This design comes from an exercise in tuning for small area on the open sky130 flow, not from production work. Function was checked by simulation only, so behaviour that the tests miss may differ from the original. The flow treats the clock pin as an ideal source, which a real chip does not have. No activity file was given, so power comes from the tool's default toggle rates.

## lcd_display
module lcd_display #(parameter cnt1ms = 2)(
    input clk,
    input reset,
    input set_time,
    input [11:0] set_year,
    input [4:0] set_month,
    input [7:0] set_day,
    input [4:0] set_hour,
    input [5:0] set_min,
    input [5:0] set_sec,
    output lcd_e,
    output lcd_rs,
    output lcd_rw,
    output [7:0] lcd_data
    );
Size: roughly 510 cells after synthesis, roughly 57 flip-flops.
Settings: LEC_CHECK=0, ABC_AREA=1, CAP_MARGIN=20, CORE_MARGIN=2, CORE_UTILIZATION=65, SLEW_MARGIN=20; clock period 15.0 ns.
standard.sh (not shown) runs the stock make flow with config.mk's settings and CLKGATE_MAP_FILE= SYNTH_SCRIPT=/design/flow/synth_recipe.tcl, a recipe that flattens the netlist after the stock synthesis.
==> flow/flow/run.sh <==
#!/bin/bash
# Own flow: the standard layout, with these changes.
#  1. Synthesis: the standard flow's synthesis script, but ABC maps the combinational
#     logic with a stronger area script (flow/area.abc) and Yosys's
#     full/half-adder extraction is skipped so ABC sees all the logic.
#     Registers are untouched (ABC runs without -dff), so their names,
#     count and cell types are those of the standard synthesis.
#  2. Port buffers are sky130_fd_sc_hd__buf_1 instead of the default choice.
#  3. If flow/cts_args exists, it replaces the clock_tree_synthesis arguments.
set -euo pipefail
W=$(pwd)
F=$W/flow
cat > $W/own_synth.tcl <<EOT
proc abc {args} {
  set i [lsearch -exact \$args -script]
  if {\$i >= 0} { lset args [expr {\$i+1}] $F/area.abc }
  yosys abc {*}\$args
}
proc extract_fa {args} { }
source $W/synth_recipe.tcl
EOT
sed "s|SYNTH_SCRIPT=[^ ]*synth_recipe.tcl|SYNTH_SCRIPT=$W/own_synth.tcl|" $W/standard.sh > $W/own.sh
grep -q own_synth.tcl $W/own.sh
export BUFFER_PORTS_ARGS="-buffer_cell sky130_fd_sc_hd__buf_1"
if [[ -f $F/cts_args ]]; then export CTS_ARGS="$(cat $F/cts_args)"; fi
bash $W/own.sh > $W/flow_make.log 2>&1
==> flow/flow/area.abc <==
strash
&get -n
&deepsyn -J 100 -T 600
&put
dch -f
&get -n
&nf -R 1000
&put
topo
stime -c
==> flow/flow/cts_args <==
-sink_clustering_enable -repair_clock_nets -buf_list sky130_fd_sc_hd__clkbuf_4 -dont_use_dummy_load
Then changed:
--- a/flow/flow/run.sh
+++ b/flow/flow/run.sh
@@ -1,4 +1,4 @@
 #!/bin/bash
-# Own flow: the standard layout, with these changes.
+# Own flow: the standard layout, with two changes.
 #  1. Synthesis: the standard flow's synthesis script, but ABC maps the combinational
 #     logic with a stronger area script (flow/area.abc) and Yosys's
=> Routed wire length does not change; first-iteration DRC count stays the same; design area is unchanged; hold slack is unchanged; register-to-register slack barely changes; clock power hardly moves.

========
== north ==
lcd_display, a different RTL version from the one above (not shown whole).
Size: about 490 cells after synthesis, ~61 flip-flops.
clock: 15.0 ns
lec_check: 0
abc_area: 1
cap_margin: 20
core_margin: 2
core_utilization: 40
slew_margin: 20
==> flow/flow/run.sh <==
#!/bin/bash
# Own flow: the standard layout, with two changes.
#  1. Synthesis: the standard flow's synthesis script, but ABC maps the combinational
#     logic with a stronger area script (flow/area.abc) and Yosys's
#     full/half-adder extraction is skipped so ABC sees all the logic.
#     Registers are untouched (ABC runs without -dff), so their names,
#     count and cell types are those of the standard synthesis.
#  2. Port buffers are sky130_fd_sc_hd__buf_1 instead of the default choice.
#  3. If flow/cts_args exists, it replaces the clock_tree_synthesis arguments.
set -euo pipefail
W=$(pwd)
F=$W/flow
cat > $W/own_synth.tcl <<EOT
proc abc {args} {
  set i [lsearch -exact \$args -script]
  if {\$i >= 0} { lset args [expr {\$i+1}] $F/area.abc }
  yosys abc {*}\$args
}
proc extract_fa {args} { }
source $W/synth_recipe.tcl
EOT
sed "s|SYNTH_SCRIPT=[^ ]*synth_recipe.tcl|SYNTH_SCRIPT=$W/own_synth.tcl|" $W/standard.sh > $W/own.sh
grep -q own_synth.tcl $W/own.sh
export BUFFER_PORTS_ARGS="-buffer_cell sky130_fd_sc_hd__buf_1"
if [[ -f $F/cts_args ]]; then export CTS_ARGS="$(cat $F/cts_args)"; fi
bash $W/own.sh > $W/flow_make.log 2>&1
Scripts as last shown in full above: flow/flow/area.abc, flow/flow/cts_args
The inputs of south differ from those of north as listed below.
- CTS_BUF_LIST: unset -> sky130_fd_sc_hd__clkbuf_8
==> flow/flow/area.abc <==
strash
&get -n
&deepsyn -T 60
&put
dch -f
&get -n
&nf -R 1000
&put
topo
stime -c
## What came out
Delta (south minus north): share of synthesized area occupied by flip-flops and latches about even; proportion of cell area occupied by registers about even.
Summary of south over north: non-clock buffer area fraction after layout about even; flip-flop and latch count about even; post-route fraction of the period consumed by the critical path about even; wire length the detailed router placed on met1 about even.
Comparing south against north, there is no change at all in measured slew at the worst slew-check pin.
Inputs modified between south and east:
==> flow/run.sh (new file) <==
#!/bin/bash
# synth_recipe.tcl (not shown) runs the flow's synth.tcl, then flattens the netlist and writes it again
# the make line also repeats each setting of config.mk as NAME=value (left out here)
make -C /OpenROAD-flow-scripts/flow DESIGN_CONFIG=/design/flow/config.mk WORK_HOME=/design/flow/orfs CLKGATE_MAP_FILE= SYNTH_SCRIPT=/design/flow/synth_recipe.tcl finish
removed: flow/flow/run.sh
removed: flow/flow/area.abc
removed: flow/flow/cts_args
removed: flow/standard.sh
Results
Total power (east over south): increase, 120 uW. Going from south to east, switching power has increased, synthesized-area fraction occupied by ao, oa, aoi and oai cells -6.8 points, total wire length climbed 4.9 mm, via count of the routed design grew by 43%. east vs south: post-DP HPWL up in east. Run comparison: east timing endpoint of the critical path year[11]; south timing endpoint of the critical path lcd_data[2].
Input-level comparison between west and east:
- a change of CTS_BUF_LIST from sky130_fd_sc_hd__clkbuf_8 to sky130_fd_sc_hd__clkbuf_2 sky130_fd_sc_hd__clkbuf_4
==> flow/flow/run.sh (new file) <==
#!/bin/bash
# Own flow: the standard layout, with two changes.
#  1. Synthesis: the standard flow's synthesis script, but ABC maps the combinational
#     logic with a stronger area script (flow/area.abc) and Yosys's
#     full/half-adder extraction is skipped so ABC sees all the logic.
#     Registers are untouched (ABC runs without -dff), so their names,
#     count and cell types are those of the standard synthesis.
#  2. Port buffers are sky130_fd_sc_hd__buf_1 instead of the default choice.
set -euo pipefail
W=$(pwd)
F=$W/flow
cat > $W/own_synth.tcl <<EOT
proc abc {args} {
  set i [lsearch -exact \$args -script]
  if {\$i >= 0} { lset args [expr {\$i+1}] $F/area.abc }
  yosys abc {*}\$args
}
proc extract_fa {args} { }
source $W/synth_recipe.tcl
EOT
sed "s|SYNTH_SCRIPT=[^ ]*synth_recipe.tcl|SYNTH_SCRIPT=$W/own_synth.tcl|" $W/standard.sh > $W/own.sh
grep -q own_synth.tcl $W/own.sh
export BUFFER_PORTS_ARGS="-buffer_cell sky130_fd_sc_hd__buf_1"
bash $W/own.sh > $W/flow_make.log 2>&1
==> flow/flow/area.abc (new file) <==
strash
&get -n
&deepsyn -T 60
&put
dch -f
&get -n
&nf -R 1000
&put
topo
stime -c
==> flow/standard.sh (new file) <==
#!/bin/bash
# synth_recipe.tcl (not shown) runs the flow's synth.tcl, then flattens the netlist and writes it again
# the make line also repeats each setting of config.mk as NAME=value (left out here)
make -C /OpenROAD-flow-scripts/flow DESIGN_CONFIG=/design/flow/config.mk WORK_HOME=/design/flow/orfs CLKGATE_MAP_FILE= SYNTH_SCRIPT=/design/flow/synth_recipe.tcl "${@:-finish}"
removed: flow/run.sh
On half-perimeter wire length of the detailed placement result: between west and east, it ends up higher for east. Final design utilization ended up 0.87 points lower on west than on east. west against east: met3 usage now larger; cell-internal power decreased by about 17% relative to the old numbers; post-synthesis sequential area ratio now larger; clock skew saw an increase; highest net fanout along the worst path now sits lower. On number of buffers on the longest clock path, east tracks west almost exactly. Comparing west and east, the lower number of global-route vias before repair is on west. Core area (west vs. east) decreases by more than a quarter. The non-filler instance count after layout in west was lower than what east gave.
diff inputs: west => middle
- CORE_UTILIZATION now 65, was 40
- CTS_BUF_LIST no longer set, was sky130_fd_sc_hd__clkbuf_2 sky130_fd_sc_hd__clkbuf_4
--- a/flow/flow/run.sh
+++ b/flow/flow/run.sh
@@ -8,2 +8,3 @@
 #  2. Port buffers are sky130_fd_sc_hd__buf_1 instead of the default choice.
+#  3. If flow/cts_args exists, it replaces the clock_tree_synthesis arguments.
 set -euo pipefail
@@ -23,2 +24,3 @@
 export BUFFER_PORTS_ARGS="-buffer_cell sky130_fd_sc_hd__buf_1"
+if [[ -f $F/cts_args ]]; then export CTS_ARGS="$(cat $F/cts_args)"; fi
 bash $W/own.sh > $W/flow_make.log 2>&1
--- a/flow/flow/area.abc
+++ b/flow/flow/area.abc
@@ -2,3 +2,3 @@
 &get -n
-&deepsyn -T 60
+&deepsyn -J 100 -T 600
 &put
==> flow/flow/cts_args (new file) <==
-sink_clustering_enable -repair_clock_nets -buf_list sky130_fd_sc_hd__clkbuf_4 -dont_use_dummy_load
- In the reports for middle and west, the smaller met2 track demand over resource in global routing belongs to west.
- middle: combinational-cell power consumption higher than west
- Looking only at clock transition at the registers of the reported paths, and setting everything else aside, the higher value of middle and west goes to west.
- Going from west to middle, the power after layout was found to have gone down by 8.8%.
- middle: worst relative slew slack is 7.2 points lower than what west reported.
- Of middle and west, it is middle that has the lower die width.

## port drivers added, routing unchanged
Ports are ideal in the flow. The routed layouts listed here were re-timed in OpenROAD. Step 1 assumes that a clkbuf_16 drives the clock port and a buf_2 every other input. Step 2 moves the port delays by t, midway between the first and last clock arrival at a register: inputs arrive t later, outputs are due t later. That takes back most of the time a late clock gives input paths. Slacks: ideal ports / drivers / drivers and shift; pairs: ideal ports / drivers.
| run | shift t [ns] | setup WS [ns] | worst setup path at the end | pins driven straight from the clock port |
|---|---|---|---|---|
| the first run of note 1 | 0.417 | 6.483 / 6.483 / 6.483 | register to register | 1 |
| the second run of note 1 | 0.417 | 6.483 / 6.483 / 6.483 | register to register | 1 |
| north | 0.412 | 6.529 / 6.529 / 6.529 | register to register | 1 |
| south | 0.412 | 6.529 / 6.529 / 6.529 | register to register | 1 |
| east | 0.377 | 7.312 / 7.323 / 6.947 | input to register | 1 |
| west | 0.437 | 6.591 / 6.591 / 6.591 | register to register | 1 |
| middle | 0.435 | 6.286 / 6.286 / 6.286 | register to register | 1 |
After both steps setup and hold are still met in every run listed. For east, which loses most, drivers alone change the setup slack by +0.011 ns; drivers and shift together by -0.365 ns.
